What follows belongs to an exercise in optimizing a design on an open flow for small area; a production flow would make more cautious choices. Where RTL was checked, it was by simulation tests only, not by an equivalence proof against the original. The flow treats the clock pin as an ideal source, which a real chip does not have. No activity file was given, so power comes from the tool's default toggle rates.

==> onyx: inputs <==
Design top, start of the top module:
module	top(
		o_seg_enb,
		o_seg_dp,
		o_seg,
		out_buzz,
		i_sw0,
		i_sw1,
		i_sw2,
		i_sw3,
		i_sw4,
		i_sw5,
		i_sw6,
		i_sw7,
		clk,
		rst_n);
output	[5:0]	o_seg_enb	;
output		o_seg_dp	;
output	[6:0]	o_seg		;
output		out_buzz	;
input		i_sw0		;
input		i_sw1		;
input		i_sw2		;
input		i_sw3		;
input		i_sw4		;
input		i_sw5		;
input		i_sw6		;
input		i_sw7		;
input		clk		;
input		rst_n		;
reg	[10:0]	tc		;
always @(posedge clk or negedge rst_n) begin
	if(rst_n == 1'b0)	tc <= 11'd0;
	else			tc <= tc + 1'b1;
end
wire		scan_tick	= (tc[3:0] == 4'd8);
wire		smp_tick	= (tc[4:0] == 5'd16);
wire		blink_tick	= (tc[6:0] == 7'd64);
wire		beat_tick	= (tc[10:0] == 11'd1024);
wire	[7:0]	sw_in	= {i_sw7, i_sw6, i_sw5, i_sw4, i_sw3, i_sw2, i_sw1, i_sw0};
reg	[7:0]	p1		;
always @(posedge clk or negedge rst_n) begin
	if(rst_n == 1'b0)	p1 <= 8'd0;
	else if(smp_tick)	p1 <= ~sw_in;
end
reg	[7:0]	p2		;
always @(posedge clk) begin
	if(smp_tick) p2 <= p1;
end
reg	[7:0]	rise		;
always @(posedge clk or negedge rst_n) begin
	if(rst_n == 1'b0)	rise <= 8'd0;
	else			rise <= {8{smp_tick}} & p1 & ~p2;
end
wire		nsw2	= p1[2] & ~p2[2];
reg	[2:0]	mode		;
reg	[1:0]	pos		;
reg		alarm_en, ss_mode, sw_start, sw_reset, sw_12h;
always @(posedge clk or negedge rst_n) begin
	if(rst_n == 1'b0) begin
  ...
Settings: LEC_CHECK=0, ABC_AREA=1, CAP_MARGIN=20, CORE_MARGIN=2, CORE_UTILIZATION=76, SLEW_MARGIN=20; clock period 20.0 ns.
standard.sh (not shown) runs the stock make flow with config.mk's settings and CLKGATE_MAP_FILE= SYNTH_SCRIPT=/design/flow/synth_recipe.tcl, a recipe that flattens the netlist after the stock synthesis.
==> flow/flow/run.sh <==
#!/bin/bash
# Own layout flow: the standard synthesis, then the combinational logic is
# re-mapped for area with ABC (registers untouched), then the standard
# layout steps, with small port buffers, a clock tree without dummy loads and
# clock buffers downsized where the flip-flop clock slew allows.
set -euo pipefail
here=$(pwd)
R=$here/orfs/results/${FLOW_PLATFORM}/top/base
LIB=$FLOW_HOME/platforms/${FLOW_PLATFORM}/lib/sky130_fd_sc_hd__tt_025C_1v80.lib
YOSYS=${YOSYS_EXE:-$(command -v yosys || echo /OpenROAD-flow-scripts/tools/install/yosys/bin/yosys)}
OPENROAD=${OPENROAD_EXE:-$(command -v openroad || echo /OpenROAD-flow-scripts/tools/install/OpenROAD/bin/openroad)}

# 1. standard synthesis, unchanged
bash standard.sh synth > std_synth.log 2>&1

# 2. area re-mapping of the combinational logic
cp $R/1_2_yosys.v $here/std_1_2_yosys.v
sed -e "s#LIBFILE#$LIB#g" -e "s#STD_NETLIST#$here/std_1_2_yosys.v#" -e "s#TOPNAME#$FLOW_TOP#" \
    -e "s#SCRIPTFILE#$here/flow/resynth.script#" -e "s#OUT_NETLIST#$here/resynth.v#" \
    flow/resynth.ys > resynth.ys
$YOSYS -s resynth.ys > resynth.log 2>&1
cp $here/resynth.v $R/1_2_yosys.v
touch $R/1_2_yosys.v

# 3. standard layout steps up to the clock tree
export BUFFER_PORTS_ARGS="-buffer_cell sky130_fd_sc_hd__buf_1"
export CTS_ARGS="-sink_clustering_enable -repair_clock_nets -buf_list sky130_fd_sc_hd__clkbuf_8 -dont_use_dummy_load"
bash standard.sh cts > std_cts.log 2>&1

# 4. smaller clock buffers where the clock slew allows
CTS_ODB=$R/4_cts.odb CTS_SDC=$R/4_cts.sdc CLK_SLEW_TARGET=0.100 \
  $OPENROAD -no_init -exit flow/clkbuf_downsize.tcl > clkbuf_downsize.log 2>&1
touch $R/4_cts.odb

# 5. the rest of the standard layout
bash standard.sh finish > std_finish.log 2>&1
==> flow/flow/clkbuf_downsize.tcl <==
# Downsize clock-tree buffers after CTS while every flip-flop clock pin keeps an
# estimated slew under the target (ns); reads and rewrites the CTS result.
set plat $::env(FLOW_HOME)/platforms/$::env(FLOW_PLATFORM)
read_lef $plat/lef/sky130_fd_sc_hd.tlef
read_lef $plat/lef/sky130_fd_sc_hd_merged.lef
read_liberty $plat/lib/sky130_fd_sc_hd__tt_025C_1v80.lib
read_db $::env(CTS_ODB)
read_sdc $::env(CTS_SDC)
source $plat/setRC.tcl
set_propagated_clock [all_clocks]
estimate_parasitics -placement

proc worst_clk_slew {} {
  set worst 0
  foreach pin [get_pins -hierarchical */CLK] {
    set s [get_property $pin slew_max]
    if {$s > $worst} {set worst $s}
  }
  return $worst
}
proc downsize_clock_buffers {target smaller} {
  set changed 0
  foreach inst [get_cells *] {
    set m [get_property $inst ref_name]
    if {![string match "sky130_fd_sc_hd__clkbuf_*" $m]} continue
    if {$m == $smaller} continue
    # only buffers of the clock tree
    set onet [[[ord::get_db_block] findInst [get_property $inst full_name]] findITerm X]
    if {[[$onet getNet] getSigType] != "CLOCK"} continue
    replace_cell $inst $smaller
    estimate_parasitics -placement
    if {[worst_clk_slew] > $target} {
      replace_cell $inst $m
      estimate_parasitics -placement
    } else {
      incr changed
    }
  }
  return $changed
}
puts "worst clock slew before: [worst_clk_slew]"
puts "downsized to clkbuf_4: [downsize_clock_buffers $::env(CLK_SLEW_TARGET) sky130_fd_sc_hd__clkbuf_4]"
puts "downsized to clkbuf_2: [downsize_clock_buffers $::env(CLK_SLEW_TARGET) sky130_fd_sc_hd__clkbuf_2]"
puts "worst clock slew after: [worst_clk_slew]"
detailed_placement
check_placement
write_db $::env(CTS_ODB)
Other scripts of this flow, unchanged in this note and not shown: flow/flow/resynth.script, flow/flow/resynth.ys
==> garnet: changes against onyx <==
--- a/flow/design.v
+++ b/flow/design.v
@@ -173,18 +173,13 @@
 		if(up[11]) swmin <= (swmin >= 6'd59) ? 6'd0 : swmin + 1'b1;
 	end
 end
 wire	[4:0]	hr_half	= (hr == 5'd0) ? 5'd12 : (hr > 5'd12) ? hr - 5'd12 : hr;
 reg		alarm, bday	;
-always @(posedge clk or negedge rst_n) begin
-	if(rst_n == 1'b0) begin
-		alarm <= 1'b0;
-		bday  <= 1'b0;
-	end else begin
-		alarm <= alarm_en & (alarm | ((sec == asec) & (min == amin) & (hr == ahr)));
-		bday  <= (date == 5'd12) & (month == 4'd12) & (hr < 5'd13);
-	end
+always @(posedge clk) begin
+	alarm <= alarm_en & (alarm | ((sec == asec) & (min == amin) & (hr == ahr)));
+	bday  <= (date == 5'd12) & (month == 4'd12) & (hr < 5'd13);
 end
 reg	[1:0]	blk		;
 always @(posedge clk or negedge rst_n) begin
 	if(rst_n == 1'b0)	blk <= 2'd0;
 	else if(blink_tick) begin
--- a/flow/flow/run.sh
+++ b/flow/flow/run.sh
@@ -26,11 +26,11 @@
 export BUFFER_PORTS_ARGS="-buffer_cell sky130_fd_sc_hd__buf_1"
 export CTS_ARGS="-sink_clustering_enable -repair_clock_nets -buf_list sky130_fd_sc_hd__clkbuf_8 -dont_use_dummy_load"
 bash standard.sh cts > std_cts.log 2>&1
 
 # 4. smaller clock buffers where the clock slew allows
-CTS_ODB=$R/4_cts.odb CTS_SDC=$R/4_cts.sdc CLK_SLEW_TARGET=0.100 \
+CTS_ODB=$R/4_cts.odb CTS_SDC=$R/4_cts.sdc CLK_SLEW_TARGET=0.110 \
   $OPENROAD -no_init -exit flow/clkbuf_downsize.tcl > clkbuf_downsize.log 2>&1
 touch $R/4_cts.odb
 
 # 5. the rest of the standard layout
 bash standard.sh finish > std_finish.log 2>&1
--- a/flow/flow/clkbuf_downsize.tcl
+++ b/flow/flow/clkbuf_downsize.tcl
@@ -22,13 +22,10 @@
   set changed 0
   foreach inst [get_cells *] {
     set m [get_property $inst ref_name]
     if {![string match "sky130_fd_sc_hd__clkbuf_*" $m]} continue
     if {$m == $smaller} continue
-    # only buffers of the clock tree
-    set onet [[[ord::get_db_block] findInst [get_property $inst full_name]] findITerm X]
-    if {[[$onet getNet] getSigType] != "CLOCK"} continue
     replace_cell $inst $smaller
     estimate_parasitics -placement
     if {[worst_clk_slew] > $target} {
       replace_cell $inst $m
       estimate_parasitics -placement
- CORE_UTILIZATION: 76 -> 90
==> xenon: changes against onyx <==
--- a/flow/design.v
+++ b/flow/design.v
@@ -173,18 +173,13 @@
 		if(up[11]) swmin <= (swmin >= 6'd59) ? 6'd0 : swmin + 1'b1;
 	end
 end
 wire	[4:0]	hr_half	= (hr == 5'd0) ? 5'd12 : (hr > 5'd12) ? hr - 5'd12 : hr;
 reg		alarm, bday	;
-always @(posedge clk or negedge rst_n) begin
-	if(rst_n == 1'b0) begin
-		alarm <= 1'b0;
-		bday  <= 1'b0;
-	end else begin
-		alarm <= alarm_en & (alarm | ((sec == asec) & (min == amin) & (hr == ahr)));
-		bday  <= (date == 5'd12) & (month == 4'd12) & (hr < 5'd13);
-	end
+always @(posedge clk) begin
+	alarm <= alarm_en & (alarm | ((sec == asec) & (min == amin) & (hr == ahr)));
+	bday  <= (date == 5'd12) & (month == 4'd12) & (hr < 5'd13);
 end
 reg	[1:0]	blk		;
 always @(posedge clk or negedge rst_n) begin
 	if(rst_n == 1'b0)	blk <= 2'd0;
 	else if(blink_tick) begin
--- a/flow/flow/run.sh
+++ b/flow/flow/run.sh
@@ -26,11 +26,11 @@
 export BUFFER_PORTS_ARGS="-buffer_cell sky130_fd_sc_hd__buf_1"
 export CTS_ARGS="-sink_clustering_enable -repair_clock_nets -buf_list sky130_fd_sc_hd__clkbuf_8 -dont_use_dummy_load"
 bash standard.sh cts > std_cts.log 2>&1
 
 # 4. smaller clock buffers where the clock slew allows
-CTS_ODB=$R/4_cts.odb CTS_SDC=$R/4_cts.sdc CLK_SLEW_TARGET=0.100 \
+CTS_ODB=$R/4_cts.odb CTS_SDC=$R/4_cts.sdc CLK_SLEW_TARGET=0.110 \
   $OPENROAD -no_init -exit flow/clkbuf_downsize.tcl > clkbuf_downsize.log 2>&1
 touch $R/4_cts.odb
 
 # 5. the rest of the standard layout
 bash standard.sh finish > std_finish.log 2>&1
--- a/flow/flow/clkbuf_downsize.tcl
+++ b/flow/flow/clkbuf_downsize.tcl
@@ -22,13 +22,10 @@
   set changed 0
   foreach inst [get_cells *] {
     set m [get_property $inst ref_name]
     if {![string match "sky130_fd_sc_hd__clkbuf_*" $m]} continue
     if {$m == $smaller} continue
-    # only buffers of the clock tree
-    set onet [[[ord::get_db_block] findInst [get_property $inst full_name]] findITerm X]
-    if {[[$onet getNet] getSigType] != "CLOCK"} continue
     replace_cell $inst $smaller
     estimate_parasitics -placement
     if {[worst_clk_slew] > $target} {
       replace_cell $inst $m
       estimate_parasitics -placement
- CELL_PAD_IN_SITES_DETAIL_PLACEMENT: not set -> 0
- CELL_PAD_IN_SITES_GLOBAL_PLACEMENT: not set -> 0
- CORE_UTILIZATION: 76 -> 80
- GPL_TIMING_DRIVEN: not set -> 0
==> sierra: changes against onyx <==
--- a/flow/flow/clkbuf_downsize.tcl
+++ b/flow/flow/clkbuf_downsize.tcl
@@ -22,13 +22,10 @@
   set changed 0
   foreach inst [get_cells *] {
     set m [get_property $inst ref_name]
     if {![string match "sky130_fd_sc_hd__clkbuf_*" $m]} continue
     if {$m == $smaller} continue
-    # only buffers of the clock tree
-    set onet [[[ord::get_db_block] findInst [get_property $inst full_name]] findITerm X]
-    if {[[$onet getNet] getSigType] != "CLOCK"} continue
     replace_cell $inst $smaller
     estimate_parasitics -placement
     if {[worst_clk_slew] > $target} {
       replace_cell $inst $m
       estimate_parasitics -placement
- CORE_UTILIZATION: 76 -> 70
==> summary of the runs <==
sierra produced a clean layout. xenon produced a clean layout. onyx produced a clean layout. garnet ended with an error in global placement without I/O (3_1_place_gp_skip_io) on GPL-0301. Against xenon, the area after synthesis of onyx is larger by 0.53%. In sequential power, sierra and xenon hardly differ. Against sierra, the die area of onyx is smaller by about 7%. Between sierra and xenon, the lower via count is in sierra (gap about 5%, measured against xenon). Non-clock buffer count, highest first: onyx, xenon, sierra. In xenon the register-to-register slack is higher than in onyx, by 520 ps. Combinational power: xenon is smaller than sierra (about 2%). Against xenon, the global-route usage of sierra is lower by 6.3 points.
==> figures <==
quantity                                               sierra                                               garnet              onyx             xenon
Slack of the critical path                            8690 ps                                                    -           9110 ps           7750 ps
Non-filler cells in the finished layout                  1153                                                    -              1171              1156
Status                       no timing/DRC/antenna violations                               stopped before the end  no timing/DRC/antenna violations  no timing/DRC/antenna violations
Stage where the flow stopped                                -  global placement without I/O (3_1_place_gp_skip_io)                 -                 -
Fin crit period                                      11310 ps                                                    -          10890 ps          12250 ps
Switching Share                                         27.4%                                                    -             28.5%             27.7%
Most used routing layer in global routing                met2                                                    -              met2              met2
Critical Path End Type                         primary output                                                    -    primary output    primary output
Post-route DRC violation count                              0                                                    -                 0                 0
Critical register-to-register path endpoint           asec[4]                                                    -           asec[5]            tc[10]
Top Consumer                                 sequential cells                                                    -  sequential cells  sequential cells
Fmax                                               0.0884 GHz                                                    -        0.0918 GHz        0.0816 GHz
Final setup vio count                                       0                                                    -                 0                 0
Cell row count                                             39                                                   34                38                36
First-pass detailed-route iteration total                   6                                                    -                 6                11
Max capacitance violation total                             0                                                    -                 0                 0
Root Buffer                                          clkbuf_8                                                    -          clkbuf_8          clkbuf_8
Total leakage power                                0.00338 µW                                                    -        0.00346 µW        0.00338 µW
Clock buffer cells                                         17                                                    -                17                17
Only the layout flow was run in garnet and xenon; the RTL was not checked for function there.

[afterwards: timing with drivers on the ports]
In the flow no input, the clock included, has a driving cell. The finished layouts below were timed again as built, in two steps. Step 1 (the two cells are an assumption about what drives the block):
set clk [get_ports {clk}]
set_driving_cell -lib_cell sky130_fd_sc_hd__clkbuf_16 $clk
set_driving_cell -lib_cell sky130_fd_sc_hd__buf_2 [delete_from_list [all_inputs] $clk]
Step 2 also shifts input and output timing later by t, the mid clock arrival at the registers, as if the neighbouring blocks saw the same clock. Slacks: ideal ports / drivers / drivers and shift; pairs: ideal ports / drivers.
| run | shift t [ns] | setup slack, ns | worst setup path after step 2 | worst data-port slew with drivers (ns) |
|---|---|---|---|---|
| onyx | 0.613 | 9.108 / 9.071 / 9.684 | register to output | 0.04 |
| xenon | 0.628 | 7.748 / 7.712 / 8.340 | register to output | 0.03 |
| sierra | 0.639 | 8.688 / 8.649 / 9.288 | register to output | 0.04 |
After both steps setup and hold are still met in every run listed.
